This design comes from an exercise in tuning for small area, a short achievable clock period and few clock cycles on the open sky130 flow, not from production work.
No run shown here included a check of the RTL's function; only the layout flow was run.

`design/flow/run.sh`:
```
#!/bin/bash
# synth_recipe.tcl (not shown) runs the flow's synth.tcl, then flattens the netlist and writes it again
# the make line also repeats each setting of config.mk as NAME=value (left out here)
make -C /OpenROAD-flow-scripts/flow DESIGN_CONFIG=/design/flow/config.mk WORK_HOME=/design/flow/orfs CLKGATE_MAP_FILE= SYNTH_SCRIPT=/design/flow/synth_recipe.tcl finish
```
`design/flow/config.mk`:
```
export PLATFORM = sky130hd
export DESIGN_NAME = top_module2
export DESIGN_NICKNAME = top_module2
export VERILOG_FILES = /design/flow/design.v
export SDC_FILE = /design/flow/constraint.sdc
export NUM_CORES = 4
export LEC_CHECK = 0
export CAP_MARGIN = 20
export CORE_MARGIN = 2
export CORE_UTILIZATION = 40
export SLEW_MARGIN = 20
```
`design/flow/constraint.sdc`:
```
create_clock -name core_clock -period 7.0 [get_ports {clock}]
set_input_delay 1.4000 -clock core_clock [delete_from_list [all_inputs] [get_ports {clock}]]
set_output_delay 1.4000 -clock core_clock [all_outputs]
set_load 0.01 [all_outputs]
```
`design/flow/design.v`:
```
module mac16 (input [15:0] m, input [7:0] x, input sub, input [15:0] add, output [15:0] r);
  wire p1;
  wire p2;
  wire p3;
  wire p4;
  wire p5;
  wire p6;
  wire p7;
  wire p8;
  wire p9;
  wire p10;
  wire p11;
  wire p12;
  wire p13;
  wire p14;
  wire p15;
  wire p16;
  wire p17;
  wire p18;
  wire p19;
  wire p20;
  wire p21;
  wire p22;
  wire p23;
  wire p24;
  wire p25;
  wire p26;
  wire p27;
  wire p28;
  wire p29;
  wire p30;
  wire p31;
  wire p32;
  wire p33;
  wire p34;
  wire p35;
  wire p36;
  wire p37;
  wire p38;
  wire p39;
  wire p40;
  wire p41;
  wire p42;
  wire p43;
  wire p44;
  wire p45;
  wire p46;
  wire p47;
  wire p48;
  wire p49;
  wire p50;
  wire p51;
  wire p52;
  wire s53;
  wire c54;
  wire s55;
  wire c56;
  wire s57;
  wire c58;
  wire s59;
  wire c60;
  wire s61;
  wire c62;
  wire s63;
  wire c64;
  wire s65;
  wire c66;
  wire s67;
  wire c68;
  wire s69;
  wire c70;
  wire s71;
  wire c72;
  wire s73;
  wire c74;
  wire s75;
  wire c76;
  wire s77;
  wire c78;
  wire s79;
  wire c80;
  wire s81;
  wire c82;
  wire s83;
  wire c84;
  wire s85;
  wire c86;
  wire s87;
  wire c88;
  wire s89;
  wire c90;
  wire s91;
  wire c92;
  wire s93;
  wire s94;
  wire s95;
  wire c96;
  wire s97;
  wire c98;
  wire s99;
  wire c100;
  wire s101;
  wire c102;
  wire s103;
  wire c104;
  wire s105;
  wire c106;
  wire s107;
  wire c108;
  wire s109;
  wire c110;
  wire s111;
  wire c112;
  wire s113;
  wire c114;
  wire s115;
  wire c116;
  wire s117;
  wire c118;
  wire s119;
  wire c120;
  wire s121;
  wire s122;
  wire c123;
  wire s124;
  wire c125;
  wire s126;
  wire c127;
  wire s128;
  wire c129;
  wire s130;
  wire c131;
  wire s132;
  wire c133;
  wire s134;
  wire c135;
  wire s136;
  wire c137;
  wire s138;
  wire c139;
  wire s140;
  wire c141;
  wire s142;
  wire c143;
  wire s144;
  wire c145;
  wire s146;
  wire c147;
  wire s148;
  wire c149;
  wire s150;
  wire c151;
  wire s152;
  wire one0 = x[0] ^ 1'b0;
  wire two0 = (x[1] & ~x[0] & ~1'b0) | (~x[1] & x[0] & 1'b0);
  wire neg0 = x[1] ^ sub;
  assign p1 = (one0 & m[0]) ^ neg0;
  assign p2 = ((one0 & m[1]) | (two0 & m[0])) ^ neg0;
  assign p3 = ((one0 & m[2]) | (two0 & m[1])) ^ neg0;
  assign p4 = ((one0 & m[3]) | (two0 & m[2])) ^ neg0;
  assign p5 = ((one0 & m[4]) | (two0 & m[3])) ^ neg0;
  assign p6 = ((one0 & m[5]) | (two0 & m[4])) ^ neg0;
  assign p7 = ((one0 & m[6]) | (two0 & m[5])) ^ neg0;
  assign p8 = ((one0 & m[7]) | (two0 & m[6])) ^ neg0;
  assign p9 = ((one0 & m[8]) | (two0 & m[7])) ^ neg0;
  assign p10 = ((one0 & m[9]) | (two0 & m[8])) ^ neg0;
  assign p11 = ((one0 & m[10]) | (two0 & m[9])) ^ neg0;
  assign p12 = ((one0 & m[11]) | (two0 & m[10])) ^ neg0;
  assign p13 = ((one0 & m[12]) | (two0 & m[11])) ^ neg0;
  assign p14 = ((one0 & m[13]) | (two0 & m[12])) ^ neg0;
  assign p15 = ((one0 & m[14]) | (two0 & m[13])) ^ neg0;
  assign p16 = ((one0 & m[15]) | (two0 & m[14])) ^ neg0;
  wire one1 = x[2] ^ x[1];
  wire two1 = (x[3] & ~x[2] & ~x[1]) | (~x[3] & x[2] & x[1]);
  wire neg1 = x[3] ^ sub;
  assign p17 = (one1 & m[0]) ^ neg1;
  assign p18 = ((one1 & m[1]) | (two1 & m[0])) ^ neg1;
  assign p19 = ((one1 & m[2]) | (two1 & m[1])) ^ neg1;
  assign p20 = ((one1 & m[3]) | (two1 & m[2])) ^ neg1;
  assign p21 = ((one1 & m[4]) | (two1 & m[3])) ^ neg1;
  assign p22 = ((one1 & m[5]) | (two1 & m[4])) ^ neg1;
  assign p23 = ((one1 & m[6]) | (two1 & m[5])) ^ neg1;
  assign p24 = ((one1 & m[7]) | (two1 & m[6])) ^ neg1;
  assign p25 = ((one1 & m[8]) | (two1 & m[7])) ^ neg1;
  assign p26 = ((one1 & m[9]) | (two1 & m[8])) ^ neg1;
  assign p27 = ((one1 & m[10]) | (two1 & m[9])) ^ neg1;
  assign p28 = ((one1 & m[11]) | (two1 & m[10])) ^ neg1;
  assign p29 = ((one1 & m[12]) | (two1 & m[11])) ^ neg1;
  assign p30 = ((one1 & m[13]) | (two1 & m[12])) ^ neg1;
  wire one2 = x[4] ^ x[3];
  wire two2 = (x[5] & ~x[4] & ~x[3]) | (~x[5] & x[4] & x[3]);
  wire neg2 = x[5] ^ sub;
  assign p31 = (one2 & m[0]) ^ neg2;
  assign p32 = ((one2 & m[1]) | (two2 & m[0])) ^ neg2;
  assign p33 = ((one2 & m[2]) | (two2 & m[1])) ^ neg2;
  assign p34 = ((one2 & m[3]) | (two2 & m[2])) ^ neg2;
  assign p35 = ((one2 & m[4]) | (two2 & m[3])) ^ neg2;
  assign p36 = ((one2 & m[5]) | (two2 & m[4])) ^ neg2;
  assign p37 = ((one2 & m[6]) | (two2 & m[5])) ^ neg2;
  assign p38 = ((one2 & m[7]) | (two2 & m[6])) ^ neg2;
  assign p39 = ((one2 & m[8]) | (two2 & m[7])) ^ neg2;
  assign p40 = ((one2 & m[9]) | (two2 & m[8])) ^ neg2;
  assign p41 = ((one2 & m[10]) | (two2 & m[9])) ^ neg2;
  assign p42 = ((one2 & m[11]) | (two2 & m[10])) ^ neg2;
  wire one3 = x[6] ^ x[5];
  wire two3 = (x[7] & ~x[6] & ~x[5]) | (~x[7] & x[6] & x[5]);
  wire neg3 = x[7] ^ sub;
  assign p43 = (one3 & m[0]) ^ neg3;
  assign p44 = ((one3 & m[1]) | (two3 & m[0])) ^ neg3;
  assign p45 = ((one3 & m[2]) | (two3 & m[1])) ^ neg3;
  assign p46 = ((one3 & m[3]) | (two3 & m[2])) ^ neg3;
  assign p47 = ((one3 & m[4]) | (two3 & m[3])) ^ neg3;
  assign p48 = ((one3 & m[5]) | (two3 & m[4])) ^ neg3;
  assign p49 = ((one3 & m[6]) | (two3 & m[5])) ^ neg3;
  assign p50 = ((one3 & m[7]) | (two3 & m[6])) ^ neg3;
  assign p51 = ((one3 & m[8]) | (two3 & m[7])) ^ neg3;
  assign p52 = ((one3 & m[9]) | (two3 & m[8])) ^ neg3;
  assign s53 = p5 ^ p19;
  assign c54 = p5 & p19;
  assign s55 = p6 ^ p20;
  assign c56 = p6 & p20;
  assign s57 = p7 ^ p21 ^ p33;
  assign c58 = (p7 & p21) | (p7 & p33) | (p21 & p33);
  assign s59 = p43 ^ neg3;
  assign c60 = p43 & neg3;
  assign s61 = p8 ^ p22 ^ p34;
  assign c62 = (p8 & p22) | (p8 & p34) | (p22 & p34);
  assign s63 = p44 ^ add[7];
  assign c64 = p44 & add[7];
  assign s65 = p9 ^ p23 ^ p35;
  assign c66 = (p9 & p23) | (p9 & p35) | (p23 & p35);
  assign s67 = p45 ^ add[8];
  assign c68 = p45 & add[8];
  assign s69 = p10 ^ p24 ^ p36;
  assign c70 = (p10 & p24) | (p10 & p36) | (p24 & p36);
  assign s71 = p46 ^ add[9];
  assign c72 = p46 & add[9];
  assign s73 = p11 ^ p25 ^ p37;
  assign c74 = (p11 & p25) | (p11 & p37) | (p25 & p37);
  assign s75 = p47 ^ add[10];
  assign c76 = p47 & add[10];
  assign s77 = p12 ^ p26 ^ p38;
  assign c78 = (p12 & p26) | (p12 & p38) | (p26 & p38);
  assign s79 = p48 ^ add[11];
  assign c80 = p48 & add[11];
  assign s81 = p13 ^ p27 ^ p39;
  assign c82 = (p13 & p27) | (p13 & p39) | (p27 & p39);
  assign s83 = p49 ^ add[12];
  assign c84 = p49 & add[12];
  assign s85 = p14 ^ p28 ^ p40;
  assign c86 = (p14 & p28) | (p14 & p40) | (p28 & p40);
  assign s87 = p50 ^ add[13];
  assign c88 = p50 & add[13];
  assign s89 = p15 ^ p29 ^ p41;
  assign c90 = (p15 & p29) | (p15 & p41) | (p29 & p41);
  assign s91 = p51 ^ add[14];
  assign c92 = p51 & add[14];
  assign s93 = p16 ^ p30 ^ p42;
  assign s94 = p52 ^ add[15];
  assign s95 = p3 ^ p17;
  assign c96 = p3 & p17;
  assign s97 = p4 ^ p18;
  assign c98 = p4 & p18;
  assign s99 = s53 ^ p31 ^ neg2;
  assign c100 = (s53 & p31) | (s53 & neg2) | (p31 & neg2);
  assign s101 = c54 ^ s55 ^ p32;
  assign c102 = (c54 & s55) | (c54 & p32) | (s55 & p32);
  assign s103 = c56 ^ s57 ^ s59;
  assign c104 = (c56 & s57) | (c56 & s59) | (s57 & s59);
  assign s105 = c58 ^ c60 ^ s61;
  assign c106 = (c58 & c60) | (c58 & s61) | (c60 & s61);
  assign s107 = c62 ^ c64 ^ s65;
  assign c108 = (c62 & c64) | (c62 & s65) | (c64 & s65);
  assign s109 = c66 ^ c68 ^ s69;
  assign c110 = (c66 & c68) | (c66 & s69) | (c68 & s69);
  assign s111 = c70 ^ c72 ^ s73;
  assign c112 = (c70 & c72) | (c70 & s73) | (c72 & s73);
  assign s113 = c74 ^ c76 ^ s77;
  assign c114 = (c74 & c76) | (c74 & s77) | (c76 & s77);
  assign s115 = c78 ^ c80 ^ s81;
  assign c116 = (c78 & c80) | (c78 & s81) | (c80 & s81);
  assign s117 = c82 ^ c84 ^ s85;
  assign c118 = (c82 & c84) | (c82 & s85) | (c84 & s85);
  assign s119 = c86 ^ c88 ^ s89;
  assign c120 = (c86 & c88) | (c86 & s89) | (c88 & s89);
  assign s121 = c90 ^ c92 ^ s93;
  assign s122 = p1 ^ neg0;
  assign c123 = p1 & neg0;
  assign s124 = p2 ^ add[1];
  assign c125 = p2 & add[1];
  assign s126 = s95 ^ neg1 ^ add[2];
  assign c127 = (s95 & neg1) | (s95 & add[2]) | (neg1 & add[2]);
  assign s128 = c96 ^ s97 ^ add[3];
  assign c129 = (c96 & s97) | (c96 & add[3]) | (s97 & add[3]);
  assign s130 = c98 ^ s99 ^ add[4];
  assign c131 = (c98 & s99) | (c98 & add[4]) | (s99 & add[4]);
  assign s132 = c100 ^ s101 ^ add[5];
  assign c133 = (c100 & s101) | (c100 & add[5]) | (s101 & add[5]);
  assign s134 = c102 ^ s103 ^ add[6];
  assign c135 = (c102 & s103) | (c102 & add[6]) | (s103 & add[6]);
  assign s136 = c104 ^ s105 ^ s63;
  assign c137 = (c104 & s105) | (c104 & s63) | (s105 & s63);
  assign s138 = c106 ^ s107 ^ s67;
  assign c139 = (c106 & s107) | (c106 & s67) | (s107 & s67);
  assign s140 = c108 ^ s109 ^ s71;
  assign c141 = (c108 & s109) | (c108 & s71) | (s109 & s71);
  assign s142 = c110 ^ s111 ^ s75;
  assign c143 = (c110 & s111) | (c110 & s75) | (s111 & s75);
  assign s144 = c112 ^ s113 ^ s79;
  assign c145 = (c112 & s113) | (c112 & s79) | (s113 & s79);
  assign s146 = c114 ^ s115 ^ s83;
  assign c147 = (c114 & s115) | (c114 & s83) | (s115 & s83);
  assign s148 = c116 ^ s117 ^ s87;
  assign c149 = (c116 & s117) | (c116 & s87) | (s117 & s87);
  assign s150 = c118 ^ s119 ^ s91;
  assign c151 = (c118 & s119) | (c118 & s91) | (s119 & s91);
  assign s152 = c120 ^ s121 ^ s94;
  assign r = {c151, c149, c147, c145, c143, c141, c139, c137, c135, c133, c131, c129, c127, c125, c123, s122} + {s152, s150, s148, s146, s144, s142, s140, s138, s136, s134, s132, s130, s128, s126, s124, add[0]};
endmodule
module top_module2 (input [3:0] start_adress, input [7:0] data_in, input clock, input Start, input reset,
  output logic [15:0] out_put_det3, output logic Done, output logic [3:0] adress);
  logic [10:1] ph;             
  logic [3:0] base;            
  logic [7:0] dr;              
  logic [15:0] mr;             
  logic [15:0] x2n, x3;
  wire go = Done & Start;
  logic [3:0] off;
  always @(*) begin
    off = 4'd0;
    if (ph[1]) off = 4'd4;
    if (ph[2]) off = 4'd2;
    if (ph[3]) off = 4'd3;
    if (ph[4]) off = 4'd1;
    if (ph[5]) off = 4'd5;
    if (ph[7]) off = 4'd6;
    if (ph[8]) off = 4'd7;
    if (ph[9]) off = 4'd8;
  end
  assign adress = Done ? start_adress : base + off;
  always @(posedge clock or posedge reset) begin
    if (reset) begin
      Done <= 1'b1;
      ph   <= '0;
    end else begin
      Done <= Done ? ~Start : ph[10];
      ph   <= {ph[9:1], go};
    end
  end
  wire [15:0] add = ({16{ph[5]}} & x3) | ({16{ph[7]}} & x2n)
                  | ({16{ph[6] | ph[9] | ph[10]}} & out_put_det3);
  wire sub = ph[3] | ph[5] | ph[7];
  wire [15:0] r;
  mac16 mac (.m(mr), .x(dr), .sub(sub), .add(add), .r(r));
  always @(posedge clock) begin
    if (go) base <= start_adress;
    dr <= data_in;
    mr <= ph[7] ? out_put_det3 : ph[8] ? x2n : ph[9] ? x3 : {{8{dr[7]}}, dr};
    if (ph[2] | ph[5]) x3 <= r;
    if (ph[4] | ph[7]) x2n <= r;
    if (ph[3] | ph[6] | ph[8] | ph[9] | ph[10]) out_put_det3 <= r;
  end
endmodule
```
==> reports/results.txt, run 1 <==
Post-Route WL -> 16550 um
Critical R2R Launch -> dr[3]
Remaining Overflow, GRT -> 0
DRC -> 0
Number of synthesized flops with an enable pin -> 52
Placer Congestion -> 0.8431
Gr busiest metal -> met2
Worst-path clk slew -> 0.07 ns
First-pass GRT wire length -> 27320 um
Clk root buf -> clkbuf_16
Diodes inserted -> 0
1st-iter DRT viols -> 584
HP Class -> flip-flop to flip-flop
Nets -> 754
Hold-fix buffers, CTS -> 0
Worst-margin pin slew -> 0.9614 ns
Syn_area_per_cell -> 9.958 sq um
Vias in the first global route -> 5141
Clock sink total -> 87
Arr. time, crit path -> 5.89 ns
Vias per inst -> 5.634
Met3 Use GR -> 3.477%
Ys Warns -> 1
Outcome -> no timing/DRC/antenna violations
Routed via count -> 5065
Post-synthesis register bit count -> 87
Post-synthesis instance total -> 679
DPL Wire Length -> 11820 um
Max Cap Viol -> 0
Total setup buffers inserted after CTS -> 0
Post-Syn Nets -> 759
Fin area -> 7490 sq um
Routed length per placed instance -> 18.41 um
Element type at the critical path end -> flip-flop
Post-DP Area -> 7209 sq um
Register area share after synthesis -> 34.29%
CP startpoint -> dr[3]
R2R depth -> 14
Setup crit start kind -> flip-flop
1st-pass router iterations -> 8
Data required, critical path -> 7.16 ns
Max frequency -> 174.4 MHz
Total negative slack -> 0 ns
Sequential cell area -> 2318 sq um
Die Wd -> 134.0 um
Die footprint -> 17960 sq um
Max Buffers Root-to-Sink -> 2
Met2 Track Usage GR -> 29.63%
Gr usage total -> 19.42%
Top_reg_cell synth -> edfxtp_1
DRT antenna net count -> 0
TritonCTS Buffers -> 9
R2r setup slk -> 1.27 ns
Starting Density -> 40.92%
Share of layout cells above drive strength 1 -> 8.247%
Largest net degree at the start of global routing -> 55
Pins Over Slew Limit -> 0
Area delta synth->final -> 10.77%
Multi-input gate area -> 4023 sq um
Final hold viol count -> 0
Core ar. -> 16520 sq um
Initial antenna violation count -> 0
Setup-failing EPs final -> 0
Die Y -> 134.0 um
Max Clock Skew -> 0.01100 ns
Port Buffer Count -> 35
CP Max Fanout -> 24
# H-tree levels -> 3
Reg-to-Reg End -> x2n[15]
Row cnt -> 47
Worst setup endpoint -> x2n[15]
# IOs -> 36
CTS tree -> built
Met1 Track Usage GR -> 27.97%
Slew headroom -> 35.82%
Post-cts sizing count -> 0
Filler cells -> 1536
Synth async-reset ratio -> 12.64%
Minimum clock period -> 5.733 ns
Crit Path Category -> flip-flop to flip-flop
Hold path depth -> 0
Fin crit share -> 81.91%
Worst-Skew Late Latency -> 0.35 ns
Cell Area, Synth -> 6761 sq um
RSZ-0062 raised after global routing -> no
Synth unique cells -> 47
-- critical path: stages (launching register included) --
cell,delay (ns)
dfxtp_1,0.95
nand2_1,0.52
mux2_2,0.35
a21oi_1,0.06
a221oi_1,0.37
xnor2_1,0.19
fa_1,0.46
fa_1,0.53
fa_1,0.43
ha_1,0.37
o21ai_0,0.10
a211o_1,0.31
o31ai_1,0.43
a31oi_1,0.17
xnor2_1,0.27
-- layout make-up --
class,instances,share of cell area (%)
repair buffers,41,5.279
multi-input cells,481,53.71
clock buffers,11,3.107
well taps,220,3.675
flip-flops and latches,87,30.96
inverters,54,2.706
clock inverters,5,0.5680
-- cells by family after synthesis --
family / after synthesis / synth area share [%]
AOI/OAI and AO/OA: 168 / 16.78
adders and majority gates: 65 / 15.80
buffers and inverters: 111 / 6.366
and+or+nand+nor: 118 / 8.660
DFF: 87 / 34.29
xor gates and xnor gates: 95 / 12.42
muxes: 35 / 5.681
-- Yosys cell counts (all sizes together) (3+ instances only) --
master   n  area (sq um)
a21oi   62         310.3
inv     54         202.7
xor2    53         464.2
edfxtp  52          1562
xnor2   42         375.4
nor2    40         150.1
clkbuf  39         146.4
fa      34         680.7
ha      31         387.9
nand2   29         108.9
a221oi  27         236.5
mux2    27         304.0
dfxtp   24         480.5
o21ai   24         120.1
a222oi  23         230.2
buf     18         81.33
nor3b   13         97.59
dfrtp   10         250.2
a21o     9         67.56
nor3     9         45.04
mux2i    8         80.08
and2     7         43.79
a22oi    6         45.04
o22ai    5         31.28
or2      5         31.28
a31oi    3         18.77
-- cell usage in the layout (no fill, tap or decap), types with 3 or more instances in the layout --
master | synthesis | routed
clkbuf_16 | 0 | 9
clkdlybuf4s50_1 | 0 | 35
nor3b_1 | 13 | 13
dfrtp_1 | 10 | 10
a31oi_1 | 3 | 3
xor2_1 | 53 | 53
mux2_2 | 27 | 27
a21o_1 | 9 | 9
fa_1 | 34 | 34
edfxtp_1 | 52 | 52
a21oi_1 | 62 | 62
dfxtp_1 | 24 | 24
o22ai_1 | 5 | 5
inv_1 | 54 | 54
xnor2_1 | 41 | 41
nor2_1 | 40 | 40
ha_1 | 31 | 31
mux2i_1 | 8 | 8
nand2_1 | 29 | 29
a221oi_1 | 27 | 27
buf_4 | 0 | 6
nor3_1 | 9 | 7
a222oi_1 | 23 | 23
a22oi_1 | 6 | 6
or2_2 | 5 | 5
o21ai_0 | 24 | 24
clkinvlp_4 | 0 | 3
and2_1 | 7 | 7
-- metal layers --
metal,vias up,part of all wire (%)
li1,2413,-
met1,2460,49
met2,168,44
met3,24,5.6
met4,0,1.7
met5,-,0
-- worst min path at each step --
stage | startpoint | to | slack, ns
2_1_floorplan | ph[1] | ph[2] | 0.35
3_3_place_gp | ph[1] | ph[2] | 0.36
3_5_place_dp | ph[1] | ph[2] | 0.36
4_1_cts | ph[1] | ph[2] | 0.38
5_1_grt | ph[1] | ph[2] | 0.39
6_report | ph[1] | ph[2] | 0.38
-- through the flow --
step | hold slack, ns | worst slack [ns] | util [%] | std cells
floorplan | 0.3463 | 2.244 | - | 679
global placement | 0.3555 | 1.380 | 43.63 | 883
detailed placement | 0.3632 | 1.336 | 43.63 | 883
CTS | 0.3784 | 1.274 | 45.29 | 899
global route | 0.3922 | 0.8531 | 45.32 | 899
finish | 0.3790 | 1.267 | 45.32 | 899
-- flip-flops by register name (all words and copies together) (netlist names) --
| register | count |
|---|---|
| mr | 16 |
| out_put_det3 | 16 |
| x2n | 16 |
| x3 | 16 |
| ph | 10 |
| dr | 8 |
| base | 4 |
| Done | 1 |
==> run 2, diff against run 1 <==
--- a/design/flow/design.v
+++ b/design/flow/design.v
@@ -1,4 +1,4 @@
-module mac16 (input [15:0] m, input [7:0] x, input sub, input [15:0] add, output [15:0] r);
+module mac16e (input [15:0] m, input [3:0] one, input [3:0] two, input [3:0] neg, input [15:0] add, output [15:0] r);
   wire p1;
   wire p2;
   wire p3;
@@ -151,9 +151,9 @@
   wire s150;
   wire c151;
   wire s152;
-  wire one0 = x[0] ^ 1'b0;
-  wire two0 = (x[1] & ~x[0] & ~1'b0) | (~x[1] & x[0] & 1'b0);
-  wire neg0 = x[1] ^ sub;
+  wire one0 = one[0];
+  wire two0 = two[0];
+  wire neg0 = neg[0];
   assign p1 = (one0 & m[0]) ^ neg0;
   assign p2 = ((one0 & m[1]) | (two0 & m[0])) ^ neg0;
   assign p3 = ((one0 & m[2]) | (two0 & m[1])) ^ neg0;
@@ -170,9 +170,9 @@
   assign p14 = ((one0 & m[13]) | (two0 & m[12])) ^ neg0;
   assign p15 = ((one0 & m[14]) | (two0 & m[13])) ^ neg0;
   assign p16 = ((one0 & m[15]) | (two0 & m[14])) ^ neg0;
-  wire one1 = x[2] ^ x[1];
-  wire two1 = (x[3] & ~x[2] & ~x[1]) | (~x[3] & x[2] & x[1]);
-  wire neg1 = x[3] ^ sub;
+  wire one1 = one[1];
+  wire two1 = two[1];
+  wire neg1 = neg[1];
   assign p17 = (one1 & m[0]) ^ neg1;
   assign p18 = ((one1 & m[1]) | (two1 & m[0])) ^ neg1;
   assign p19 = ((one1 & m[2]) | (two1 & m[1])) ^ neg1;
@@ -187,9 +187,9 @@
   assign p28 = ((one1 & m[11]) | (two1 & m[10])) ^ neg1;
   assign p29 = ((one1 & m[12]) | (two1 & m[11])) ^ neg1;
   assign p30 = ((one1 & m[13]) | (two1 & m[12])) ^ neg1;
-  wire one2 = x[4] ^ x[3];
-  wire two2 = (x[5] & ~x[4] & ~x[3]) | (~x[5] & x[4] & x[3]);
-  wire neg2 = x[5] ^ sub;
+  wire one2 = one[2];
+  wire two2 = two[2];
+  wire neg2 = neg[2];
   assign p31 = (one2 & m[0]) ^ neg2;
   assign p32 = ((one2 & m[1]) | (two2 & m[0])) ^ neg2;
   assign p33 = ((one2 & m[2]) | (two2 & m[1])) ^ neg2;
@@ -202,9 +202,9 @@
   assign p40 = ((one2 & m[9]) | (two2 & m[8])) ^ neg2;
   assign p41 = ((one2 & m[10]) | (two2 & m[9])) ^ neg2;
   assign p42 = ((one2 & m[11]) | (two2 & m[10])) ^ neg2;
-  wire one3 = x[6] ^ x[5];
-  wire two3 = (x[7] & ~x[6] & ~x[5]) | (~x[7] & x[6] & x[5]);
-  wire neg3 = x[7] ^ sub;
+  wire one3 = one[3];
+  wire two3 = two[3];
+  wire neg3 = neg[3];
   assign p43 = (one3 & m[0]) ^ neg3;
   assign p44 = ((one3 & m[1]) | (two3 & m[0])) ^ neg3;
   assign p45 = ((one3 & m[2]) | (two3 & m[1])) ^ neg3;
@@ -324,6 +324,7 @@
   logic [7:0] dr;              
   logic [15:0] mr;             
   logic [15:0] x2n, x3;
+  logic [3:0] b_one, b_two, b_neg;   
   wire go = Done & Start;
   logic [3:0] off;
   always @(*) begin
@@ -349,12 +350,24 @@
   end
   wire [15:0] add = ({16{ph[5]}} & x3) | ({16{ph[7]}} & x2n)
                   | ({16{ph[6] | ph[9] | ph[10]}} & out_put_det3);
-  wire sub = ph[3] | ph[5] | ph[7];
   wire [15:0] r;
-  mac16 mac (.m(mr), .x(dr), .sub(sub), .add(add), .r(r));
+  mac16e mac (.m(mr), .one(b_one), .two(b_two), .neg(b_neg), .add(add), .r(r));
+  wire sub_next = ph[2] | ph[4] | ph[6];
+  wire [8:0] de = {data_in, 1'b0};
+  logic [3:0] e_one, e_two, e_neg;
+  always @(*) begin
+    for (int j = 0; j < 4; j++) begin
+      e_one[j] = de[2*j+1] ^ de[2*j];
+      e_two[j] = (de[2*j+2] & ~de[2*j+1] & ~de[2*j]) | (~de[2*j+2] & de[2*j+1] & de[2*j]);
+      e_neg[j] = de[2*j+2] ^ sub_next;
+    end
+  end
   always @(posedge clock) begin
     if (go) base <= start_adress;
     dr <= data_in;
+    b_one <= e_one;
+    b_two <= e_two;
+    b_neg <= e_neg;
     mr <= ph[7] ? out_put_det3 : ph[8] ? x2n : ph[9] ? x3 : {{8{dr[7]}}, dr};
     if (ph[2] | ph[5]) x3 <= r;
     if (ph[4] | ph[7]) x2n <= r;
==> run 2 against run 1 <==
  * Sequential share of layout area increased by 6.2 points
  * Cell area shrank 8.7%
  * Synthesized cell count decreased by 18%
  * Worst setup slack better by 0.53 ns
  * Cell count shrank 16%
  * Register-to-register slack gained 0.53 ns
  * Largest cell class unchanged
==> reports/results.txt, run 2 <==
Outcome -> no timing/DRC/antenna violations
Placement Setup Slack -> 1.787 ns
Arr. time, crit path -> 5.38 ns
Share of layout cells above drive strength 1 -> 4.211%
Routed length per placed instance -> 18.91 um
Max Clock Skew -> 0.01173 ns
Total setup buffers inserted after CTS -> 0
# H-tree levels -> 3
Synth unique cells -> 44
Kind of cell adding the most delay to the critical path -> compound AO/OA/AOI/OAI gates
TritonCTS Buffers -> 9
Largest net degree at the start of global routing -> 34
CP startpoint -> ph[9]
CTS tree -> built
Fin crit share -> 74.38%
Initial antenna violation count -> 0
1st-iter DRT viols -> 597
Post-cts sizing count -> 0
Worst-Skew Late Latency -> 0.36 ns
R2R depth -> 12
Crit-path cells -> or3_1 -> a222oi_1 -> inv_1 -> ha_1 -> fa_1 -> fa_1 -> ha_1 -> a211o_1 -> o32ai_1 -> o31a_1 -> o21ai_0 -> xnor2_1
DRC -> 0
Starting Density -> 40.50%
Post-Syn Nets -> 638
Worst path depth -> 12
Area delta synth->final -> 11.86%
Cell Area, Synth -> 6111 sq um
Delay of the slowest critical-path stage -> 0.81 ns
Vias in the first global route -> 4274
Element type at the critical path end -> flip-flop
Data required, critical path -> 7.17 ns
Post-synth top area cell -> edfxtp_1
Setup-failing EPs final -> 0
Hold-fix buffers, CTS -> 0
Top post-synthesis cells by count -> xnor2_1 (61), inv_1 (54), edfxtp_1 (52)
Hold path depth -> 0
Post-synthesis register bit count -> 98
Leading cell type in the layout, fill and taps excluded -> xnor2_1
Critical path's slowest cell -> or3_1
Most frequent cells in the layout -> xnor2_1 (61), inv_1 (54), edfxtp_1 (52)
Row cnt -> 45
Port Buffer Count -> 35
Worst-path clk slew -> 0.07 ns
Total negative slack -> 0 ns
Diodes inserted -> 0
Routed via count -> 4241
Filler cells -> 1407
Register area share after synthesis -> 41.54%
Pins Over Slew Limit -> 0
Sequential cell area -> 2539 sq um
RSZ-0062 raised after global routing -> no
Critical R2R Launch -> ph[9]
Placer Congestion -> 0.8798
Top_reg_cell synth -> edfxtp_1
Worst path bufs/invs -> 1
Minimum clock period -> 5.206 ns
Die Wd -> 127.6 um
Final hold viol count -> 0
Fin worst setup slack -> 1.794 ns
1st-pass router iterations -> 6
Max Buffers Root-to-Sink -> 2
DPL Wire Length -> 10670 um
Worst-margin pin slew -> 1.066 ns
Syn_area_per_cell -> 10.95 sq um
Multi-input gate area -> 3212 sq um
Top post-synthesis cells by area -> edfxtp_1 (26%), dfxtp_1 (11%), fa_1 (11%), xnor2_1 (8.7%), ha_1 (6.3%)
Vias per inst -> 5.595
Max Cap Viol -> 0
Gr usage total -> 18.62%
Final hold slack -> 0.3946 ns
Die Y -> 127.6 um
Clock sink total -> 98
Clk root buf -> clkbuf_16
Most frequent cell after synthesis -> xnor2_1
Post-synthesis instance total -> 558
Die footprint -> 16280 sq um
DRT antenna net count -> 0
CP Max Fanout -> 22
HP Class -> flip-flop to flip-flop
Top-area cell type share of the netlist area -> 25.55%
Ys Warns -> 1
Setup crit start kind -> flip-flop
First-pass GRT wire length -> 23430 um
# IOs -> 36
Slew headroom -> 28.37%
Synth async-reset ratio -> 11.22%
Remaining Overflow, GRT -> 0
Crit Path Category -> flip-flop to flip-flop
Post-Route WL -> 14330 um
Hold Startpoint -> ph[1]
Nets -> 645
Core ar. -> 15090 sq um
Max frequency -> 192.1 MHz
Number of synthesized flops with an enable pin -> 52
## run 2: changes by cell type after synthesis, sizes merged, moves of 8 or more
| cell | before | now |
|---|---|---|
| dfxtp | 24 | 35 |
| mux2 | 27 | 2 |
| nor3b | 13 | 0 |
| buf | 18 | 9 |
| xor2 | 53 | 18 |
| xnor2 | 42 | 62 |
| clkbuf | 39 | 31 |
| nor2 | 40 | 25 |
| a22oi | 6 | 48 |
| a21oi | 62 | 19 |
| a221oi | 27 | 0 |
## run 2: cell type report
cell class | count | share of cell area, %
multi-input combinational | 366 | 46.99
tap | 188 | 3.441
sequential | 98 | 37.14
inverter | 54 | 2.965
timing repair buffer | 36 | 5.235
clock inverter | 7 | 0.9336
clock buffer | 9 | 3.295
## run 2: worst paths after layout
path,endpoint,slack [ns]
min reg2reg,ph[2],0.39
max reg2reg,out_put_det3[15],1.79
min,ph[2],0.39
max,out_put_det3[15],1.79
max in group asynchronous,Done,5.35
min in group asynchronous,ph[1],1.33
## run 2: kinds of logic (layout without fill, tap and decap cells)
kind of cell             after synthesis  after routing  synth area share, %
XOR/XNOR                              80             80                11.59
AO/OA/AOI/OAI                        134            134                16.15
buffers and inverters                 94            106                5.897
AND/OR/NAND/NOR                       77             77                5.651
flip-flops                            98             98                41.54
adder cells (fa/ha/maj)               65             65                17.49
multiplexers                          10             10                1.679
## run 2: layer usage
layer	GRT usage (%)	share of wire, %
met1	26.50	48
met2	28.66	45
met3	4.229	5.9
met4	5.236	1.1
met5	0	0
## run 2: per-stage QoR
| stage | cell area (sq um) | util, % | std cells |
|---|---|---|---|
| after global placement | 6546 | 43.38 | 742 |
| after floorplan | 6111 | - | 558 |
| after detailed placement | 6546 | 43.38 | 742 |
| after global routing | 6835 | 45.30 | 758 |
| after CTS | 6835 | 45.30 | 758 |
| final | 6835 | 45.30 | 758 |
==> run 3, diff against run 2 <==
--- a/design/flow/config.mk
+++ b/design/flow/config.mk
@@ -5,7 +5,9 @@
 export SDC_FILE = /design/flow/constraint.sdc
 export NUM_CORES = 4
 export LEC_CHECK = 0
+export ABC_CLOCK_PERIOD_IN_PS = 3000
 export CAP_MARGIN = 20
 export CORE_MARGIN = 2
 export CORE_UTILIZATION = 40
+export SETUP_SLACK_MARGIN = 3.7
 export SLEW_MARGIN = 20
==> run 3 against run 2 <==
  * Still clean
  * First-iteration DRC count is 19% lower
  * Clock skew decreased by 0.0039 ns
  * Synthesized cell count unchanged
  * Register-to-register slack gained 1.2 ns
  * Sequential share of layout area shrank 4.3 points
  * Routed wire length rose by 18%
  * Global-route usage is 2.4 points higher
  * Cell count up 6.5%
==> reports/results.txt, run 3 <==
Syn_area_per_cell -> 10.95 sq um
Outcome -> no timing/DRC/antenna violations
Top post-synthesis cells by area -> edfxtp_1 (26%), dfxtp_1 (11%), fa_1 (11%), xnor2_1 (8.7%), ha_1 (6.3%)
Gr usage total -> 20.99%
1st-pass router iterations -> 9
RSZ-0062 raised after global routing -> yes
Slew headroom -> 20.69%
Element type at the critical path end -> flip-flop
Share of layout cells above drive strength 1 -> 28.43%
Placed cells -> 742
Cell Area, Synth -> 6111 sq um
Die Wd -> 127.6 um
DRT antenna net count -> 0
CTS tree -> built
Placer Congestion -> 0.8494
Post-synthesis register bit count -> 98
DRC -> 0
Leading cell type in the layout, fill and taps excluded -> edfxtp_1
# H-tree levels -> 3
Post-synth top area cell -> edfxtp_1
Number of synthesized flops with an enable pin -> 52
Max Cap Viol -> 0
Worst-path clk slew -> 0.07 ns
Vias per inst -> 5.726
Diodes inserted -> 0
Max frequency -> 247.2 MHz
Filler cells -> 1285
Setup crit start kind -> flip-flop
Total negative slack -> 0 ns
Clock sink total -> 98
Register area share after synthesis -> 41.54%
Post-Syn Nets -> 638
Worst-margin pin slew -> 1.181 ns
Area delta synth->final -> 29.87%
Top-area cell type share of the netlist area -> 25.55%
Most frequent cells in the layout -> edfxtp_1 (52), xnor2_1 (51), inv_1 (50)
Post-Layout Cell Count -> 807
Nets -> 694
Clk root buf -> clkbuf_16
Remaining Overflow, GRT -> 0
Initial antenna violation count -> 0
Routed via count -> 4621
Pins Over Slew Limit -> 0
Setup-failing EPs final -> 0
Die Y -> 127.6 um
Core ar. -> 15090 sq um
Vias in the first global route -> 4742
Crit Path Category -> flip-flop to flip-flop
Placement Setup Slack -> 2.172 ns
Die footprint -> 16280 sq um
Fin crit share -> 57.79%
TritonCTS Buffers -> 9
Synth unique cells -> 44
Port Buffer Count -> 35
Data required, critical path -> 7.09 ns
Top post-synthesis cells by count -> xnor2_1 (61), inv_1 (54), edfxtp_1 (52)
Most frequent cell after synthesis -> xnor2_1
1st-iter DRT viols -> 484
# IOs -> 36
Max Clock Skew -> 0.007851 ns
Worst-Skew Late Latency -> 0.35 ns
Post-Route WL -> 16870 um
Largest net degree at the start of global routing -> 20
Final hold viol count -> 0
Utilization after layout -> 52.60%
Minimum clock period -> 4.046 ns
Routed length per placed instance -> 20.90 um
Synth async-reset ratio -> 11.22%
HP Class -> flip-flop to flip-flop
Row cnt -> 45
DPL Wire Length -> 10890 um
Arr. time, crit path -> 4.13 ns
Starting Density -> 40.50%
Post-synthesis instance total -> 558
Ys Warns -> 1
CP Max Fanout -> 5
Max Buffers Root-to-Sink -> 2
Fin worst setup slack -> 2.954 ns
First-pass GRT wire length -> 26230 um
Top_reg_cell synth -> edfxtp_1
run 3: cell counts after synthesis:
No cell type changed its count.
run 3: logic make-up after synthesis:
logic type | after synthesis | share of synthesized area (%)
multiplexers | 10 | 1.679
AND/OR/NAND/NOR | 77 | 5.651
XOR/XNOR | 80 | 11.59
AO/OA/AOI/OAI | 134 | 16.15
adder cells (fa/ha/maj) | 65 | 17.49
flip-flops | 98 | 41.54
buffers and inverters | 94 | 5.897
run 3: critical path, cell delays in order, from the launching register on:
cell	delay [ns]
dfrtp_4	0.47
or3_4	0.38
a222oi_1	0.42
inv_1	0.12
ha_2	0.21
fa_1	0.49
fa_1	0.58
ha_4	0.22
a21o_1	0.17
a21o_1	0.16
a21oi_2	0.11
o31a_1	0.20
o21ai_2	0.10
xnor2_2	0.15
run 3: routing by layer:
metal	up-vias	track usage, %	wire length, um	part of all wire (%)
met5	-	0	0	0
li1	2082	-	-	-
met4	0	6.787	315	1.9
met2	194	33.60	8100	48
met1	2318	29.11	7314	43
met3	27	3.643	1136	6.7
run 3: final cells by class:
type / instances / area (sq um) / area share [%]
clock buffers: 9 / 225.2 / 2.838
clock inverters: 7 / 95.09 / 1.198
inverters: 54 / 202.7 / 2.554
multi-input cells: 366 / 3795 / 47.82
flip-flops and latches: 98 / 2608 / 32.86
well taps: 188 / 235.2 / 2.964
repair buffers: 85 / 775.7 / 9.775
run 3: worst paths after layout:
check,startpoint,cells after the start,endpoint,slack [ns]
min in group asynchronous,reset,2,ph[2],1.32
worst min register to register,ph[1],0,ph[2],0.38
worst max-delay path,ph[9],13,x2n[15],2.95
max in group asynchronous,reset,2,Done,5.37
worst min-delay path,ph[1],0,ph[2],0.38
worst max register to register,ph[9],13,x2n[15],2.95
run 3: repair_timing:
action | CTS | global route
hold buffers | 0 | 0
cloned | 1 | 0
setup buffers | 30 | 18
pin swaps | 30 | 43
gates resized for setup | 110 | 42
endpoints found under the hold margin | 0 | 0
setup endpoints to repair | 46 | 37
run 3: through the flow:
stage	hold WS, ns	area, sq um
2_1_floorplan	0.3463	6305
3_3_place_gp	0.3622	6659
3_5_place_dp	0.3714	6659
4_1_cts	0.3882	7595
5_1_grt	0.3866	7936
6_report	0.3809	7936
==> run 4, diff against run 3 <==
--- a/design/flow/design.v
+++ b/design/flow/design.v
@@ -320,6 +320,7 @@
 module top_module2 (input [3:0] start_adress, input [7:0] data_in, input clock, input Start, input reset,
   output logic [15:0] out_put_det3, output logic Done, output logic [3:0] adress);
   logic [10:1] ph;             
+  logic add_acc;               
   logic [3:0] base;            
   logic [7:0] dr;              
   logic [15:0] mr;             
@@ -341,15 +342,17 @@
   assign adress = Done ? start_adress : base + off;
   always @(posedge clock or posedge reset) begin
     if (reset) begin
-      Done <= 1'b1;
-      ph   <= '0;
+      Done    <= 1'b1;
+      ph      <= '0;
+      add_acc <= 1'b0;
     end else begin
-      Done <= Done ? ~Start : ph[10];
-      ph   <= {ph[9:1], go};
+      Done    <= Done ? ~Start : ph[10];
+      ph      <= {ph[9:1], go};
+      add_acc <= ph[5] | ph[8] | ph[9];
     end
   end
   wire [15:0] add = ({16{ph[5]}} & x3) | ({16{ph[7]}} & x2n)
-                  | ({16{ph[6] | ph[9] | ph[10]}} & out_put_det3);
+                  | ({16{add_acc}} & out_put_det3);
   wire [15:0] r;
   mac16e mac (.m(mr), .one(b_one), .two(b_two), .neg(b_neg), .add(add), .r(r));
   wire sub_next = ph[2] | ph[4] | ph[6];
--- a/design/flow/config.mk
+++ b/design/flow/config.mk
@@ -5,7 +5,6 @@
 export SDC_FILE = /design/flow/constraint.sdc
 export NUM_CORES = 4
 export LEC_CHECK = 0
-export ABC_CLOCK_PERIOD_IN_PS = 3000
 export CAP_MARGIN = 20
 export CORE_MARGIN = 2
 export CORE_UTILIZATION = 40
==> run 4 against run 3 <==
  * Highest routed layer unchanged
  * Clock-buffer cell count rose by 2
  * Sequential share of layout area rose by 0.16 points
  * Largest cell class unchanged
  * Clock skew rose by 0.0029 ns
  * Die area rose by 0.57%
  * Cell count rose by 0.74%
  * Maximum frequency rose by 1.8%
==> reports/results.txt, run 4 <==
Kind of cell adding the most delay to the critical path -> adder cells
Worst-Skew Late Latency -> 0.36 ns
Fin worst setup slack -> 3.024 ns
Initial antenna violation count -> 0
Post-synth top area cell -> edfxtp_1
Worst-path clk slew -> 0.07 ns
Critical path's most frequent cell -> buf_4
HP Class -> flip-flop to flip-flop
TritonCTS Buffers -> 9
Arr. time, crit path -> 4.07 ns
Port Buffer Count -> 35
RSZ-0062 raised after global routing -> yes
# IOs -> 36
Crit-path cells -> buf_4 -> buf_4 -> a22oi_2 -> xnor2_1 -> ha_2 -> fa_1 -> inv_1 -> fa_1 -> inv_1 -> ha_4 -> and4_1 -> nand2_2 -> o2bb2ai_4 -> a41oi_2 -> buf_4 -> xnor2_2
Synth unique cells -> 46
Outcome -> no timing/DRC/antenna violations
Minimum clock period -> 3.976 ns
Data required, critical path -> 7.10 ns
Max Clock Skew -> 0.01072 ns
Pins Over Slew Limit -> 0
Remaining Overflow, GRT -> 0
Max Cap Viol -> 0
1st-iter DRT viols -> 514
Final hold slack -> 0.3894 ns
Largest net degree at the start of global routing -> 33
Slew headroom -> 27.19%
Clock sink total -> 99
Most frequent cells in the layout -> edfxtp_1 (52), inv_1 (49), xnor2_1 (48)
Worst-margin pin slew -> 1.084 ns
Multi-input gate area -> 3827 sq um
Top post-synthesis cells by count -> xnor2_1 (58), edfxtp_1 (52), inv_1 (51)
Synth async-reset ratio -> 12.12%
Element type at the critical path end -> flip-flop
Most frequent cell after synthesis -> xnor2_1
Core ar. -> 15090 sq um
Hold-fix buffers, CTS -> 0
CP Max Fanout -> 6
Placer Congestion -> 0.8687
Placement Setup Slack -> 2.627 ns
Die footprint -> 16380 sq um
Ys Warns -> 1
Final hold viol count -> 0
Routed length per placed instance -> 20.15 um
Max frequency -> 251.5 MHz
Setup crit start kind -> flip-flop
Sequential cell area -> 2628 sq um
Max Buffers Root-to-Sink -> 2
Setup-failing EPs final -> 0
Row cnt -> 45
Starting Density -> 40.74%
1st-pass router iterations -> 6
Top post-synthesis cells by area -> edfxtp_1 (25%), dfxtp_1 (11%), fa_1 (11%), xnor2_1 (8.3%), ha_1 (6.3%)
Gr usage total -> 20.42%
Filler cells -> 1291
DRT antenna net count -> 0
Syn_area_per_cell -> 10.94 sq um
Share of layout cells above drive strength 1 -> 29.60%
Post-Route WL -> 16380 um
Post-Syn Nets -> 642
Nets -> 700
Critical path's slowest cell -> fa_1
Delay of the slowest critical-path stage -> 0.55 ns
Post-synthesis instance total -> 562
Vias in the first global route -> 4568
First-pass GRT wire length -> 25280 um
Top_reg_cell synth -> edfxtp_1
Worst path bufs/invs -> 5
DPL Wire Length -> 10790 um
Die Y -> 128.0 um
Total negative slack -> 0 ns
CTS tree -> built
# H-tree levels -> 3
Cell Area, Synth -> 6147 sq um
Register area share after synthesis -> 41.71%
Area delta synth->final -> 29.47%
Clk root buf -> clkbuf_16
Top-area cell type share of the netlist area -> 25.40%
Fin crit share -> 56.80%
Utilization after layout -> 52.74%
Leading cell type in the layout, fill and taps excluded -> edfxtp_1
Diodes inserted -> 0
Routed via count -> 4579
Number of synthesized flops with an enable pin -> 52
Die Wd -> 128.0 um
Post-synthesis register bit count -> 99
Crit Path Category -> flip-flop to flip-flop
Vias per inst -> 5.632
DRC -> 0
==> run 4: cell types whose count changed after synthesis, moves of 3 or more <==
cell and delta:
buf_2 +4, nor2_1 +4, xor2_1 +4, inv_1 -3, xnor2_1 -3
==> run 4: logic make-up after synthesis <==
logic type	share of synthesized area [%]
AND/OR/NAND/NOR	6.676
flip-flops	41.71
XOR/XNOR	11.40
AO/OA/AOI/OAI	15.35
buffers and inverters	5.821
multiplexers	1.669
adder cells (fa/ha/maj)	17.38
==> run 4: metrics by stage <==
stage	cells	instance area (sq um)
finish	813	7959
detailed placement	748	6748
CTS	796	7609
floorplan	562	6390
global route	813	7959
global placement	748	6748
==> run 4: final timing paths <==
| kind | depth (start not counted) | startpoint | end | slack [ns] |
|---|---|---|---|---|
| worst max-delay path | 16 | b_one[0] | out_put_det3[13] | 3.02 |
| max in group asynchronous | 2 | reset | ph[5] | 5.30 |
| worst min-delay path | 0 | ph[1] | ph[2] | 0.39 |
| min in group asynchronous | 2 | reset | ph[8] | 1.35 |
| worst max register to register | 16 | b_one[0] | out_put_det3[13] | 3.02 |
| worst min register to register | 0 | ph[1] | ph[2] | 0.39 |
==> run 4: metal layers <==
metal  track usage (%)  up-vias  wire [um]
li1                  -     2096          -
met1             28.99     2294       7321
met2             31.74      163       7783
met3             3.506       26        944
met4             7.046        0        331
met5                 0        -          0
==> run 4: layout make-up <==
cell class / count / area share (%)
Clock buffer: 11 / 3.050
Sequential cell: 99 / 33.01
Timing Repair Buffer: 87 / 9.951
Inverter: 51 / 2.405
Multi-Input combinational cell: 372 / 48.09
Clock inverter: 5 / 0.5345
Tap cell: 188 / 2.956
==> run 4: timing repair <==
action                     4_1_cts  5_1_grt
buffers inserted                32       17
setup endpoints to repair       37       37
pin swaps                       26       39
hold endpoints to repair         0        0
resized for setup              103       46
==> run 5, diff against run 4 <==
--- a/design/flow/config.mk
+++ b/design/flow/config.mk
@@ -7,6 +7,6 @@
 export LEC_CHECK = 0
 export CAP_MARGIN = 20
 export CORE_MARGIN = 2
-export CORE_UTILIZATION = 40
+export CORE_UTILIZATION = 65
 export SETUP_SLACK_MARGIN = 3.7
 export SLEW_MARGIN = 20
==> run 5 against run 4 <==
  * Still clean on timing, DRC and antenna
  * Maximum frequency down 1.2%
  * Sequential share of layout area up 0.87 points
  * Clock-buffer cell count unchanged
  * Register-to-register slack worse by 0.05 ns
  * Cell count down 9.5%
  * First-iteration DRC count up 40%
  * Worst setup slack worse by 0.050 ns
  * Synthesized cell count unchanged
==> reports/results.txt, run 5 <==
Vias per inst -> 6.636
Max Clock Skew -> 0.01646 ns
Max frequency -> 248.4 MHz
Share of layout cells above drive strength 1 -> 28.48%
Fin worst setup slack -> 2.975 ns
Fin area -> 7766 sq um
Kind of cell adding the most delay to the critical path -> adder cells
Max Cap Viol -> 0
Register area share after synthesis -> 41.71%
Setup crit start kind -> flip-flop
Routed length per placed instance -> 24.45 um
Diodes inserted -> 0
DRC -> 0
Slew headroom -> 35.66%
Top post-synthesis cells by count -> xnor2_1 (58), edfxtp_1 (52), inv_1 (51)
CP Max Fanout -> 8
Pins Over Slew Limit -> 0
Most frequent cell after synthesis -> xnor2_1
Post-synthesis register bit count -> 99
Minimum clock period -> 4.025 ns
Die Y -> 101.2 um
Placed cells -> 673
Cell Area, Synth -> 6147 sq um
Post-Syn Nets -> 642
Ys Warns -> 1
Utilization after layout -> 84.45%
Crit Path Category -> flip-flop to flip-flop
Placer Congestion -> 0.8890
# H-tree levels -> 3
Total negative slack -> 0 ns
Synth async-reset ratio -> 12.12%
Worst-margin pin slew -> 0.9627 ns
Die footprint -> 10250 sq um
DPL Wire Length -> 10760 um
Delay of the slowest critical-path stage -> 0.54 ns
Placement Setup Slack -> 2.683 ns
Post-Route WL -> 18000 um
Filler cells -> 443
Top post-synthesis cells by area -> edfxtp_1 (25%), dfxtp_1 (11%), fa_1 (11%), xnor2_1 (8.3%), ha_1 (6.3%)
Gr usage total -> 36.08%
TritonCTS Buffers -> 9
Nets -> 700
Fin crit share -> 57.51%
HP Class -> flip-flop to flip-flop
Max Buffers Root-to-Sink -> 2
CTS tree -> built
Outcome -> no timing/DRC/antenna violations
# IOs -> 36
Final hold viol count -> 0
Post-synthesis instance total -> 562
Crit-path cells -> buf_12 -> a222oi_1 -> inv_1 -> ha_2 -> fa_1 -> fa_1 -> ha_4 -> buf_4 -> and3_4 -> nand2_2 -> o31ai_4 -> buf_6 -> nand4_1 -> nand3_4
Syn_area_per_cell -> 10.94 sq um
1st-iter DRT viols -> 719
Data required, critical path -> 7.25 ns
Post-synth top area cell -> edfxtp_1
Top-area cell type share of the netlist area -> 25.40%
RSZ-0062 raised after global routing -> yes
Port Buffer Count -> 35
Worst-Skew Late Latency -> 0.39 ns
Setup-failing EPs final -> 0
Synth unique cells -> 46
Area delta synth->final -> 26.34%
Leading cell type in the layout, fill and taps excluded -> edfxtp_1
Top_reg_cell synth -> edfxtp_1
Row cnt -> 35
Number of synthesized flops with an enable pin -> 52
Post-Layout Cell Count -> 736
Remaining Overflow, GRT -> 0
Clk root buf -> clkbuf_8
1st-pass router iterations -> 9
Arr. time, crit path -> 4.28 ns
Largest net degree at the start of global routing -> 32
Hold-fix buffers, CTS -> 0
Element type at the critical path end -> flip-flop
Worst-path clk slew -> 0.10 ns
Initial antenna violation count -> 0
Worst path bufs/invs -> 4
Post-DP Area -> 6671 sq um
Critical path's slowest cell -> fa_1
Starting Density -> 66.84%
Most frequent cells in the layout -> edfxtp_1 (52), inv_1 (49), xnor2_1 (48)
Critical path's most frequent cell -> fa_1
Core ar. -> 9196 sq um
DRT antenna net count -> 0
First-pass GRT wire length -> 27050 um
Routed via count -> 4884
Vias in the first global route -> 4964
Clock sink total -> 99
Die Wd -> 101.2 um
run 5: cell counts after synthesis:
Identical to the previous run, type by type.
run 5: final cells by class:
cell class                      instances  area [sq um]  share of cell area (%)
Multi-Input combinational cell        372          3791                   48.82
Sequential cell                        99          2631                   33.88
Timing Repair Buffer                   87         789.5                   10.17
Inverter                               51         191.4                   2.465
Clock buffer                           11         141.4                   1.821
Tap cell                              111         138.9                   1.788
Clock inverter                          5         82.58                   1.063
run 5: layer usage:
layer	GRT usage, %	wire length [um]
met1	48.78	6919
met2	58.63	8613
met3	7.591	1818
met4	12.06	643
met5	0	0
run 5: repair_timing:
item,4_1_cts,5_1_grt
setup endpoints to repair,37,37
resized for setup,121,24
buffers inserted,33,14
pin swaps,36,23
run 5: stage by stage:
stage	hold slack, ns
floorplan	0.3463
global placement	0.3557
detailed placement	0.3606
CTS	0.3856
global route	0.4014
finish	0.4021
run 5: worst paths after layout:
| kind | slack, ns | to | cells past startpoint | from |
|---|---|---|---|---|
| worst min-delay path | 0.40 | ph[2] | 0 | ph[1] |
| worst max register to register | 2.97 | x2n[14] | 14 | ph[7] |
| worst max-delay path | 2.97 | x2n[14] | 14 | ph[7] |
| worst min register to register | 0.40 | ph[2] | 0 | ph[1] |
| max in group asynchronous | 5.35 | ph[7] | 2 | reset |
| min in group asynchronous | 1.30 | ph[4] | 2 | reset |
run 5: cells by family after synthesis:
logic type | synth area share [%]
compound gates | 15.35
xor+xnor | 11.40
simple gates | 6.676
mux | 1.669
buf+inv | 5.821
fa+ha+maj | 17.38
flops | 41.71
==> run 6, diff against run 5 <==
--- a/design/flow/design.v
+++ b/design/flow/design.v
@@ -320,12 +320,12 @@
 module top_module2 (input [3:0] start_adress, input [7:0] data_in, input clock, input Start, input reset,
   output logic [15:0] out_put_det3, output logic Done, output logic [3:0] adress);
   logic [10:1] ph;             
-  logic add_acc;               
+  logic add_q0, add_q2;        
   logic [3:0] base;            
   logic [7:0] dr;              
   logic [15:0] mr;             
-  logic [15:0] x2n, x3;
   logic [3:0] b_one, b_two, b_neg;   
+  logic [15:0] q1, q0;
   wire go = Done & Start;
   logic [3:0] off;
   always @(*) begin
@@ -335,24 +335,25 @@
     if (ph[3]) off = 4'd3;
     if (ph[4]) off = 4'd1;
     if (ph[5]) off = 4'd5;
-    if (ph[7]) off = 4'd6;
-    if (ph[8]) off = 4'd7;
-    if (ph[9]) off = 4'd8;
+    if (ph[7]) off = 4'd8;
+    if (ph[8]) off = 4'd6;
+    if (ph[9]) off = 4'd7;
   end
   assign adress = Done ? start_adress : base + off;
   always @(posedge clock or posedge reset) begin
     if (reset) begin
-      Done    <= 1'b1;
-      ph      <= '0;
-      add_acc <= 1'b0;
+      Done   <= 1'b1;
+      ph     <= '0;
+      add_q0 <= 1'b0;
+      add_q2 <= 1'b0;
     end else begin
-      Done    <= Done ? ~Start : ph[10];
-      ph      <= {ph[9:1], go};
-      add_acc <= ph[5] | ph[8] | ph[9];
+      Done   <= Done ? ~Start : ph[10];
+      ph     <= {ph[9:1], go};
+      add_q0 <= ph[4] | ph[5] | ph[6];
+      add_q2 <= ph[8] | ph[9];
     end
   end
-  wire [15:0] add = ({16{ph[5]}} & x3) | ({16{ph[7]}} & x2n)
-                  | ({16{add_acc}} & out_put_det3);
+  wire [15:0] add = ({16{add_q0}} & q0) | ({16{add_q2}} & out_put_det3);
   wire [15:0] r;
   mac16e mac (.m(mr), .one(b_one), .two(b_two), .neg(b_neg), .add(add), .r(r));
   wire sub_next = ph[2] | ph[4] | ph[6];
@@ -371,9 +372,9 @@
     b_one <= e_one;
     b_two <= e_two;
     b_neg <= e_neg;
-    mr <= ph[7] ? out_put_det3 : ph[8] ? x2n : ph[9] ? x3 : {{8{dr[7]}}, dr};
-    if (ph[2] | ph[5]) x3 <= r;
-    if (ph[4] | ph[7]) x2n <= r;
-    if (ph[3] | ph[6] | ph[8] | ph[9] | ph[10]) out_put_det3 <= r;
+    mr <= (ph[7] | ph[8] | ph[9]) ? q1 : {{8{dr[7]}}, dr};
+    if (!Done) out_put_det3 <= r;
+    q1 <= out_put_det3;
+    q0 <= q1;
   end
 endmodule
--- a/design/flow/config.mk
+++ b/design/flow/config.mk
@@ -7,6 +7,6 @@
 export LEC_CHECK = 0
 export CAP_MARGIN = 20
 export CORE_MARGIN = 2
-export CORE_UTILIZATION = 65
+export CORE_UTILIZATION = 40
 export SETUP_SLACK_MARGIN = 3.7
 export SLEW_MARGIN = 20
==> run 6 against run 5 <==
  * Via count down 23%
  * Synthesized cell count down 13%
  * Critical path type unchanged
  * Still clean
  * Synthesized area down 11%
  * Worst setup slack better by 0.19 ns
  * Cell count down 1.4%
  * Global-route usage down 17 points
  * Routed wire length down 27%
  * Register-to-register slack better by 0.19 ns
  * Flip-flop and latch count up 1
==> reports/results.txt, run 6 <==
First-pass GRT wire length -> 20780 um
Die footprint -> 14570 sq um
Worst-margin pin slew -> 0.8318 ns
Pins Over Slew Limit -> 0
Most frequent cells in the layout -> xnor2_1 (57), dfxtp_1 (49), a22oi_1 (44)
Port Buffer Count -> 35
Final hold slack -> 0.3528 ns
Post-Route WL -> 13080 um
Kind of cell adding the most delay to the critical path -> adder cells
Worst path bufs/invs -> 4
Routed length per placed instance -> 18.01 um
Die Wd -> 120.7 um
CTS tree -> built
Area delta synth->final -> 28.73%
Synth unique cells -> 39
Post-DP Area -> 5952 sq um
1st-iter DRT viols -> 174
Clock sink total -> 100
Vias in the first global route -> 3889
Fin area -> 7013 sq um
Core ar. -> 13300 sq um
Starting Density -> 40.97%
Delay of the slowest critical-path stage -> 0.54 ns
Data required, critical path -> 7.09 ns
Top_reg_cell synth -> dfxtp_1
Fin worst setup slack -> 3.166 ns
Post-synth top area cell -> dfxtp_1
Largest net degree at the start of global routing -> 20
Die Y -> 120.7 um
Worst-Skew Late Latency -> 0.36 ns
Top post-synthesis cells by area -> dfxtp_1 (25%), fa_1 (12%), edfxtp_1 (11%), xnor2_1 (10%), ha_1 (7.1%)
Max Buffers Root-to-Sink -> 2
TritonCTS Buffers -> 9
Leading cell type in the layout, fill and taps excluded -> xnor2_1
# H-tree levels -> 3
Crit-path cells -> buf_6 -> buf_4 -> a22oi_2 -> xnor2_1 -> ha_1 -> fa_1 -> inv_2 -> fa_1 -> inv_2 -> ha_4 -> nand2_2 -> nor2_1 -> a21o_1 -> a31oi_4 -> o21a_1 -> o21ai_1 -> xnor2_1
Setup-failing EPs final -> 0
Register area share after synthesis -> 41.64%
RSZ-0062 raised after global routing -> yes
Vias per inst -> 5.194
Post-synthesis register bit count -> 100
1st-pass router iterations -> 4
CP Max Fanout -> 6
Ys Warns -> 1
Number of synthesized flops with an enable pin -> 20
Share of layout cells above drive strength 1 -> 25.27%
Top post-synthesis cells by count -> dfxtp_1 (67), xnor2_1 (62), a22oi_1 (51)
Gr usage total -> 18.86%
Cell Area, Synth -> 5448 sq um
Outcome -> no timing/DRC/antenna violations
DRT antenna net count -> 0
Placer Congestion -> 0.8612
Most frequent cell after synthesis -> dfxtp_1
HP Class -> flip-flop to flip-flop
Post-Syn Nets -> 571
Final hold viol count -> 0
Max Cap Viol -> 0
Nets -> 625
Setup crit start kind -> flip-flop
Post-synthesis instance total -> 491
Minimum clock period -> 3.834 ns
Fin crit share -> 54.77%
Placement Setup Slack -> 2.729 ns
Arr. time, crit path -> 3.92 ns
Initial antenna violation count -> 0
DPL Wire Length -> 9095 um
Synth async-reset ratio -> 13.00%
Worst-path clk slew -> 0.07 ns
Critical path's slowest cell -> fa_1
Crit Path Category -> flip-flop to flip-flop
DRC -> 0
# IOs -> 36
Total negative slack -> 0 ns
Diodes inserted -> 0
Syn_area_per_cell -> 11.10 sq um
Element type at the critical path end -> flip-flop
Max Clock Skew -> 0.01054 ns
Max frequency -> 260.8 MHz
Top-area cell type share of the netlist area -> 24.62%
Remaining Overflow, GRT -> 0
Row cnt -> 42
Slew headroom -> 44.12%
Routed via count -> 3771
Clk root buf -> clkbuf_16
## run 6: layout make-up
class                           instances  area [sq um]
Clock inverter                          6         91.34
Fill cell                            1116          6282
Clock buffer                           10         250.2
Multi-Input combinational cell        327          3312
Sequential cell                       100          2330
Timing Repair Buffer                   74         685.7
Inverter                               33         123.9
Tap cell                              176         220.2
## run 6: timing repair
action | CTS | global route
setup buffers | 30 | 7
hold buffers | 0 | 0
pin swaps | 37 | 18
gates resized for setup | 100 | 34
endpoints found under the setup margin | 15 | 15
## run 6: final timing paths
kind,startpoint,end,slack [ns],cells past startpoint
max,b_two[0],out_put_det3[15],3.17,17
min,q1[9],q0[9],0.35,0
max reg2reg,b_two[0],out_put_det3[15],3.17,17
min reg2reg,q1[9],q0[9],0.35,0
max in group asynchronous,reset,Done,5.29,2
min in group asynchronous,reset,ph[3],1.35,2
## run 6: worst register-to-register path, stage by stage, from the launching register on
cell and delay (ns):
dfxtp_4 0.38, buf_6 0.13, buf_4 0.13, a22oi_2 0.14, xnor2_1 0.15, ha_1 0.27, fa_1 0.54, inv_2 0.04
fa_1 0.51, inv_2 0.05, ha_4 0.28, nand2_2 0.06, nor2_1 0.11, a21o_1 0.21, a31oi_4 0.11, o21a_1 0.23
o21ai_1 0.16, xnor2_1 0.08
## run 6: routing by layer
layer  vias to the layer above  share of wire [%]  global-route usage [%]
met5                         -                  0                       0
met4                         0                1.4                   5.959
met3                        12                2.7                   3.538
met2                        44                 46                   28.64
met1                      1927                 49                   27.20
li1                       1788                  -                       -
## run 6: logic make-up (layout without fill, tap and decap cells)
kind of cell | after synthesis | in the layout | synth area share, %
AO/OA/AOI/OAI | 116 | 116 | 15.11
AND/OR/NAND/NOR | 60 | 60 | 5.007
XOR/XNOR | 82 | 82 | 13.18
buffers and inverters | 64 | 123 | 4.639
multiplexers | 4 | 4 | 0.8038
adder cells (fa/ha/maj) | 65 | 65 | 19.61
flip-flops | 100 | 100 | 41.64
## run 6: stage by stage
| step | cells | util [%] |
|---|---|---|
| global route | 726 | 52.75 |
| global placement | 673 | 44.77 |
| floorplan | 491 | - |
| finish | 726 | 52.75 |
| CTS | 719 | 50.95 |
| detailed placement | 673 | 44.77 |

[afterwards: timing with drivers on the ports]
Ports are ideal in the flow. The routed layouts listed here were re-timed in OpenROAD. Step 1, drivers: a clkbuf_16 drives clock and a buf_2 each remaining input, both assumed. Step 2 moves the port delays by t, midway between the first and last clock arrival at a register: inputs arrive t later, outputs are due t later. That takes back most of the time a late clock gives input paths. Slacks: ideal / step 1 / step 2; pairs: ideal / step 1.
run | t, ns | slack for setup (ns) | hold slack, ns
run 1 | 0.388 | 1.267 / 1.267 / 1.267 | 0.379 / 0.379 / 0.379
run 2 | 0.393 | 1.794 / 1.794 / 1.794 | 0.395 / 0.395 / 0.395
run 3 | 0.387 | 2.954 / 2.954 / 2.954 | 0.381 / 0.381 / 0.381
run 4 | 0.398 | 3.024 / 3.024 / 3.024 | 0.389 / 0.389 / 0.389
run 5 | 0.418 | 2.975 / 2.975 / 2.975 | 0.402 / 0.402 / 0.402
run 6 | 0.389 | 3.166 / 3.166 / 3.166 | 0.353 / 0.353 / 0.353
After both steps setup and hold are still met in every run listed.
